Source: an optimization exercise on an open RTL-to-GDS flow (aim: small area, a short achievable clock period and few clock cycles per item). Production flows keep margins and buffers that such runs may drop. At most, simulation tests tie the RTL to the original design; equivalence was not proved.

==> exp/willow: inputs <==
// aes_top
module aes_top (
    input          clk,
    input          rst_n,
    input          start,
    input  [127:0] plaintext,
    input  [127:0] cipher_key,
    output [127:0] ciphertext,
    output         done
);
clock: 7.0 ns
lec_check: 0
abc_area: 0
cap_margin: 20
core_margin: 2
core_utilization: 40
gpl_routability_driven: 0
place_density: 0.8
setup_slack_margin: 1.25
slew_margin: 20
synth_hierarchical: 1
synth_minimum_keep_size: 0
standard.sh (not shown) runs the stock make flow with config.mk's settings and CLKGATE_MAP_FILE= SYNTH_SCRIPT=/design/flow/synth_recipe.tcl, a recipe that flattens the netlist after the stock synthesis.
==> flow/flow/run.sh <==
#!/bin/bash
# The standard layout (standard.sh) with two changes:
#  - every input and output port gets a buf_1 as its port buffer instead of
#    the default clkdlybuf4s50_1;
#  - no timing repair at floorplan (REMOVE_ABC_BUFFERS=1): its wire-load
#    estimates are pessimistic; timing is repaired after placement instead.
set -euo pipefail
bash standard.sh "BUFFER_PORTS_ARGS=-buffer_cell sky130_fd_sc_hd__buf_1" \
  REMOVE_ABC_BUFFERS=1 finish > layout.log 2>&1
==> exp/pepper (differences from exp/willow) <==
==> flow/config.mk (replaced) <==
export PLATFORM = sky130hd
export DESIGN_NAME = aes_top
export DESIGN_NICKNAME = aes_top
export VERILOG_FILES = /design/flow/design.v
export SDC_FILE = /design/flow/constraint.sdc
export NUM_CORES = 8
export LEC_CHECK = 0
export ABC_AREA = 0
export CAP_MARGIN = 20
export CORE_MARGIN = 2
export CORE_UTILIZATION = 55
export PLACE_DENSITY = 0.75
export SETUP_SLACK_MARGIN = 1.25
export SLEW_MARGIN = 20
export SYNTH_HIERARCHICAL = 1
export SYNTH_MINIMUM_KEEP_SIZE = 0
==> exp/amber (differences from exp/willow) <==
--- a/flow/design.v
+++ b/flow/design.v
@@ -6,61 +6,61 @@
   wire n17, n18, n19, n20, n21, n22, n23, n24, n25, n26, n27, n28, n29, n30, n31, n32;
   wire n33, n34, n35, n36, n37, n38, n39, n40, n41, n42, n43, n44, n45, n46, n47, n48;
   wire n49, n50, n51, n52, n53, n54, n55, n56, n57, n58, n59, n60, n61, n62, n63, n64;
   wire n65, n66, n67, n68, n69, n70, n71, n72, n73, n74, n75, n76, n77, n78, n79, n80;
   wire n81, n82, n83, n84, n85, n86, n87, n88, n89, n90, n91, n92, n93, n94, n95, n96;
   wire n97, n98, n99, n100, n101, n102, n103, n104, n105, n106, n107, n108, n109, n110, n111, n112;
   wire n113, n114, n115, n116, n117, n118, n119, n120, n121, n122, n123, n124, n125, n126, n127, n128;
   wire n129, n130, n131, n132, n133, n134, n135, n136, n137, n138, n139;
-  g_xnor2 un1 (.a(a[7]), .b(a[4]), .y(n1));
-  g_xnor2 un2 (.a(a[7]), .b(a[2]), .y(n2));
-  g_xnor2 un3 (.a(a[7]), .b(a[1]), .y(n3));
+  g_xor2 un1 (.a(a[7]), .b(a[4]), .y(n1));
+  g_xor2 un2 (.a(a[7]), .b(a[2]), .y(n2));
+  g_xor2 un3 (.a(a[7]), .b(a[1]), .y(n3));
   g_xor2 un4 (.a(a[4]), .b(a[2]), .y(n4));
   g_xor2 un5 (.a(a[3]), .b(a[1]), .y(n5));
   g_xor2 un6 (.a(n1), .b(n5), .y(n6));
   g_xor2 un7 (.a(a[6]), .b(a[5]), .y(n7));
   g_xnor2 un8 (.a(a[0]), .b(n6), .y(n8));
-  g_xor2 un9 (.a(a[0]), .b(n7), .y(n9));
+  g_xnor2 un9 (.a(a[0]), .b(n7), .y(n9));
   g_xor2 un10 (.a(n6), .b(n7), .y(n10));
   g_xor2 un11 (.a(a[6]), .b(a[2]), .y(n11));
   g_xor2 un12 (.a(a[5]), .b(a[2]), .y(n12));
   g_xor2 un13 (.a(n3), .b(n4), .y(n13));
-  g_xnor2 un14 (.a(n6), .b(n11), .y(n14));
-  g_xnor2 un15 (.a(n5), .b(n11), .y(n15));
-  g_xnor2 un16 (.a(n5), .b(n12), .y(n16));
-  g_xnor2 un17 (.a(n9), .b(n16), .y(n17));
+  g_xor2 un14 (.a(n6), .b(n11), .y(n14));
+  g_xor2 un15 (.a(n5), .b(n11), .y(n15));
+  g_xor2 un16 (.a(n5), .b(n12), .y(n16));
+  g_xor2 un17 (.a(n9), .b(n16), .y(n17));
   g_xor2 un18 (.a(a[4]), .b(a[0]), .y(n18));
-  g_xnor2 un19 (.a(n7), .b(n18), .y(n19));
-  g_xnor2 un20 (.a(n1), .b(n19), .y(n20));
+  g_xor2 un19 (.a(n7), .b(n18), .y(n19));
+  g_xor2 un20 (.a(n1), .b(n19), .y(n20));
   g_xor2 un21 (.a(a[1]), .b(a[0]), .y(n21));
-  g_xnor2 un22 (.a(n7), .b(n21), .y(n22));
-  g_xnor2 un23 (.a(n2), .b(n22), .y(n23));
+  g_xor2 un22 (.a(n7), .b(n21), .y(n22));
+  g_xor2 un23 (.a(n2), .b(n22), .y(n23));
   g_xor2 un24 (.a(n2), .b(n10), .y(n24));
   g_xor2 un25 (.a(n20), .b(n17), .y(n25));
   g_xor2 un26 (.a(n3), .b(n16), .y(n26));
-  g_xnor2 un27 (.a(n1), .b(n12), .y(n27));
-  g_nor2 un28 (.a(n13), .b(n6), .y(n28));
-  g_nor2 un29 (.a(n23), .b(n8), .y(n29));
-  g_xor2 un30 (.a(n14), .b(n28), .y(n30));
-  g_nor2 un31 (.a(n19), .b(a[0]), .y(n31));
+  g_xor2 un27 (.a(n1), .b(n12), .y(n27));
+  g_nand2 un28 (.a(n13), .b(n6), .y(n28));
+  g_nand2 un29 (.a(n23), .b(n8), .y(n29));
+  g_xnor2 un30 (.a(n14), .b(n28), .y(n30));
+  g_nand2b un31 (.a(n19), .b(a[0]), .y(n31));
   g_xor2 un32 (.a(n31), .b(n28), .y(n32));
-  g_nor2 un33 (.a(n3), .b(n16), .y(n33));
-  g_nor2 un34 (.a(n22), .b(n9), .y(n34));
-  g_xor2 un35 (.a(n26), .b(n33), .y(n35));
-  g_nor2 un36 (.a(n20), .b(n17), .y(n36));
+  g_nand2 un33 (.a(n3), .b(n16), .y(n33));
+  g_nand2 un34 (.a(n22), .b(n9), .y(n34));
+  g_xnor2 un35 (.a(n26), .b(n33), .y(n35));
+  g_nand2 un36 (.a(n20), .b(n17), .y(n36));
   g_xor2 un37 (.a(n36), .b(n33), .y(n37));
-  g_nor2 un38 (.a(n1), .b(n15), .y(n38));
+  g_nand2 un38 (.a(n1), .b(n15), .y(n38));
   g_nand2 un39 (.a(n4), .b(n27), .y(n39));
-  g_xnor2 un40 (.a(n39), .b(n38), .y(n40));
-  g_nor2 un41 (.a(n2), .b(n10), .y(n41));
+  g_xor2 un40 (.a(n39), .b(n38), .y(n40));
+  g_nand2 un41 (.a(n2), .b(n10), .y(n41));
   g_xor2 un42 (.a(n41), .b(n38), .y(n42));
-  g_xor2 un43 (.a(n30), .b(n29), .y(n43));
+  g_xnor2 un43 (.a(n30), .b(n29), .y(n43));
   g_xor2 un44 (.a(n32), .b(n24), .y(n44));
-  g_xor2 un45 (.a(n35), .b(n34), .y(n45));
+  g_xnor2 un45 (.a(n35), .b(n34), .y(n45));
   g_xor2 un46 (.a(n37), .b(n42), .y(n46));
   g_xor2 un47 (.a(n43), .b(n40), .y(n47));
   g_xor2 un48 (.a(n44), .b(n42), .y(n48));
   g_xor2 un49 (.a(n45), .b(n40), .y(n49));
   g_xor2 un50 (.a(n46), .b(n25), .y(n50));
   g_inv un51 (.a(n47), .y(n51));
   g_inv un52 (.a(n48), .y(n52));
   g_inv un53 (.a(n49), .y(n53));
@@ -97,54 +97,54 @@
   g_nor2 un84 (.a(n82), .b(n83), .y(n84));
   g_nand2 un85 (.a(n51), .b(n54), .y(n85));
   g_nand3 un86 (.a(n47), .b(n48), .c(n49), .y(n86));
   g_nand3 un87 (.a(n85), .b(n58), .c(n86), .y(n87));
   g_nand2 un88 (.a(n52), .b(n53), .y(n88));
   g_nand3 un89 (.a(n47), .b(n49), .c(n50), .y(n89));
   g_nand3 un90 (.a(n64), .b(n88), .c(n89), .y(n90));
   g_nand4 un91 (.a(n56), .b(n74), .c(n67), .d(n76), .y(n91));
-  g_nor2 un92 (.a(n90), .b(n6), .y(n92));
-  g_nor2 un93 (.a(n72), .b(n8), .y(n93));
+  g_nand2b un92 (.a(n6), .b(n90), .y(n92));
+  g_nand2b un93 (.a(n8), .b(n72), .y(n93));
   g_nor2 un94 (.a(n68), .b(a[0]), .y(n94));
-  g_nor2 un95 (.a(n87), .b(n16), .y(n95));
-  g_nor2 un96 (.a(n63), .b(n9), .y(n96));
-  g_nor2 un97 (.a(n59), .b(n17), .y(n97));
-  g_nor2 un98 (.a(n84), .b(n15), .y(n98));
+  g_nand2b un95 (.a(n16), .b(n87), .y(n95));
+  g_nand2b un96 (.a(n9), .b(n63), .y(n96));
+  g_nand2b un97 (.a(n17), .b(n59), .y(n97));
+  g_nand2b un98 (.a(n15), .b(n84), .y(n98));
   g_nand2 un99 (.a(n91), .b(n27), .y(n99));
-  g_nor2 un100 (.a(n79), .b(n10), .y(n100));
-  g_nor2 un101 (.a(n90), .b(n13), .y(n101));
-  g_nor2 un102 (.a(n72), .b(n23), .y(n102));
-  g_nor2 un103 (.a(n68), .b(n19), .y(n103));
-  g_nor2 un104 (.a(n87), .b(n3), .y(n104));
-  g_nor2 un105 (.a(n63), .b(n22), .y(n105));
-  g_nor2 un106 (.a(n59), .b(n20), .y(n106));
-  g_nor2 un107 (.a(n84), .b(n1), .y(n107));
+  g_nand2b un100 (.a(n10), .b(n79), .y(n100));
+  g_nand2b un101 (.a(n13), .b(n90), .y(n101));
+  g_nand2b un102 (.a(n23), .b(n72), .y(n102));
+  g_nand2b un103 (.a(n19), .b(n68), .y(n103));
+  g_nand2b un104 (.a(n3), .b(n87), .y(n104));
+  g_nand2b un105 (.a(n22), .b(n63), .y(n105));
+  g_nand2b un106 (.a(n20), .b(n59), .y(n106));
+  g_nand2b un107 (.a(n1), .b(n84), .y(n107));
   g_nand2 un108 (.a(n91), .b(n4), .y(n108));
-  g_nor2 un109 (.a(n79), .b(n2), .y(n109));
-  g_xnor2 un110 (.a(n107), .b(n108), .y(n110));
+  g_nand2b un109 (.a(n2), .b(n79), .y(n109));
+  g_xor2 un110 (.a(n107), .b(n108), .y(n110));
   g_xor2 un111 (.a(n96), .b(n102), .y(n111));
-  g_xor2 un112 (.a(n92), .b(n94), .y(n112));
+  g_xnor2 un112 (.a(n92), .b(n94), .y(n112));
   g_xor2 un113 (.a(n93), .b(n101), .y(n113));
   g_xor2 un114 (.a(n100), .b(n104), .y(n114));
   g_xor2 un115 (.a(n95), .b(n107), .y(n115));
   g_xnor2 un116 (.a(n108), .b(n115), .y(n116));
-  g_xor2 un117 (.a(n92), .b(n113), .y(n117));
+  g_xnor2 un117 (.a(n92), .b(n113), .y(n117));
   g_xor2 un118 (.a(n97), .b(n105), .y(n118));
-  g_xnor2 un119 (.a(n98), .b(n99), .y(n119));
+  g_xor2 un119 (.a(n98), .b(n99), .y(n119));
   g_xnor2 un120 (.a(n99), .b(n114), .y(n120));
-  g_xor2 un121 (.a(n106), .b(n112), .y(n121));
-  g_xor2 un122 (.a(n94), .b(n97), .y(n122));
-  g_xor2 un123 (.a(n96), .b(n110), .y(n123));
+  g_xnor2 un121 (.a(n106), .b(n112), .y(n121));
+  g_xnor2 un122 (.a(n94), .b(n97), .y(n122));
+  g_xnor2 un123 (.a(n96), .b(n110), .y(n123));
   g_xor2 un124 (.a(n98), .b(n107), .y(n124));
-  g_xor2 un125 (.a(n101), .b(n111), .y(n125));
-  g_xor2 un126 (.a(n102), .b(n110), .y(n126));
-  g_xor2 un127 (.a(n103), .b(n111), .y(n127));
-  g_xor2 un128 (.a(n104), .b(n118), .y(n128));
-  g_xor2 un129 (.a(n109), .b(n114), .y(n129));
+  g_xnor2 un125 (.a(n101), .b(n111), .y(n125));
+  g_xnor2 un126 (.a(n102), .b(n110), .y(n126));
+  g_xnor2 un127 (.a(n103), .b(n111), .y(n127));
+  g_xnor2 un128 (.a(n104), .b(n118), .y(n128));
+  g_xnor2 un129 (.a(n109), .b(n114), .y(n129));
   g_xor2 un130 (.a(n110), .b(n111), .y(n130));
   g_xor2 un131 (.a(n111), .b(n117), .y(n131));
   g_xor2 un132 (.a(n113), .b(n122), .y(n132));
   g_xor2 un133 (.a(n128), .b(n112), .y(n133));
   g_xor2 un134 (.a(n125), .b(n119), .y(n134));
   g_xor2 un135 (.a(n116), .b(n120), .y(n135));
   g_xor2 un136 (.a(n117), .b(n119), .y(n136));
   g_xor2 un137 (.a(n118), .b(n120), .y(n137));
==> flow/config.mk (replaced) <==
export PLATFORM = sky130hd
export DESIGN_NAME = aes_top
export DESIGN_NICKNAME = aes_top
export VERILOG_FILES = /design/flow/design.v
export SDC_FILE = /design/flow/constraint.sdc
export NUM_CORES = 8
export LEC_CHECK = 0
export ABC_AREA = 0
export CAP_MARGIN = 20
export CORE_MARGIN = 2
export CORE_UTILIZATION = 40
export SETUP_SLACK_MARGIN = 0.75
export SLEW_MARGIN = 20
export SYNTH_HIERARCHICAL = 1
export SYNTH_MINIMUM_KEEP_SIZE = 0
==> flow_metrics.py <==
metrics = {
    "global_route": {
        "met1_usage_pct": 39.1,
    },
    "worst_setup_path": {
        "cp_slowest_cell": "dfxtp_1",
        "cp.depth": 19,
        "slowest_delay_ns": 0.58,
    },
    "cells_and_area": {
        "postLayoutCellArea_um2": 44000,
    },
    "floorplan": {
        "die_area_um2": 98500,
    },
    "worst_hold_path": {
        "hold_end": "rc[7]",
    },
    "outcome": {
        "status": "timing/DRC/antenna clean",
    },
    "placement": {
        "place_inst": 6361,
    },
}
That was exp/amber.
==> flow_metrics.py <==
metrics = {
    "worst_setup_path": {
        "slowest_delay_ns": 0.65,
        "cp.depth": 18,
        "cp_slowest_cell": "xnor2_2",
    },
    "cells_and_area": {
        "syn_to_final_growth_pct": 18.1,
        "postLayoutCellArea_um2": 44400,
        "multi_input_cells": 4195,
    },
    "yosys": {
        "synth_top_cell_by_area": "xor2_1",
    },
    "placement": {
        "place_inst": 6285,
    },
    "global_route": {
        "met1_usage_pct": 35.3,
    },
    "routing": {
        "wl_um": 152000,
        "wl_met3_um": 22900,
        "vias": 36200,
    },
    "outcome": {
        "status": "timing/DRC/antenna clean",
    },
    "worst_hold_path": {
        "hold_end": "rc[6]",
    },
    "floorplan": {
        "die_area_um2": 96500,
    },
}
That was exp/willow.
==> flow_metrics.py <==
metrics = {
    "worst_setup_path": {
        "slowest_delay_ns": 0.54,
        "cp_slowest_cell": "dfxtp_1",
        "cp.depth": 20,
    },
    "floorplan": {
        "die_width_um": 265,
    },
    "placement": {
        "place_inst": 5962,
    },
    "cells_and_area": {
        "postLayoutCellArea_um2": 43500,
    },
    "worst_hold_path": {
        "hold_end": "rc[5]",
    },
    "outcome": {
        "status": "timing/DRC/antenna clean",
    },
    "global_route": {
        "met1_usage_pct": 49.0,
    },
}
That was exp/pepper.
Testbench counts of exp/willow, summed over its fixed seeds: cycles 5,632, blocks 512.
Testbench counts of exp/pepper, summed over its fixed seeds: cycles 5,632, blocks 512.
No functional check of the RTL was part of exp/amber.

==> afterwards: timing with drivers on the ports <==
The results above use ideal ports. As a check the final layouts listed here were re-extracted and re-timed, cells and wires unchanged.
Step 1 assumes that a clkbuf_16 drives the clock port and a buf_2 every other input.
Step 2 also shifts input and output timing later by t, the mid clock arrival at the registers, as if the neighbouring blocks saw the same clock.
Slacks: no drivers / after step 1 / after step 2; pairs: no drivers / after step 1.
run	t (ns)	setup WS [ns]	worst hold slack (ns)	worst data-port slew with drivers (ns)
exp/willow	0.599	1.105 / 1.147 / 0.548	0.573 / 0.573 / 0.573	0.13
exp/pepper	0.611	1.361 / 1.361 / 0.837	0.574 / 0.574 / 0.574	0.09
exp/amber	0.617	1.029 / 1.029 / 0.484	0.575 / 0.575 / 0.575	0.17
After both steps setup and hold are still met in every run listed. The setup slack of exp/willow, which loses most, moves by +0.042 ns with the drivers and by -0.557 ns with both steps.
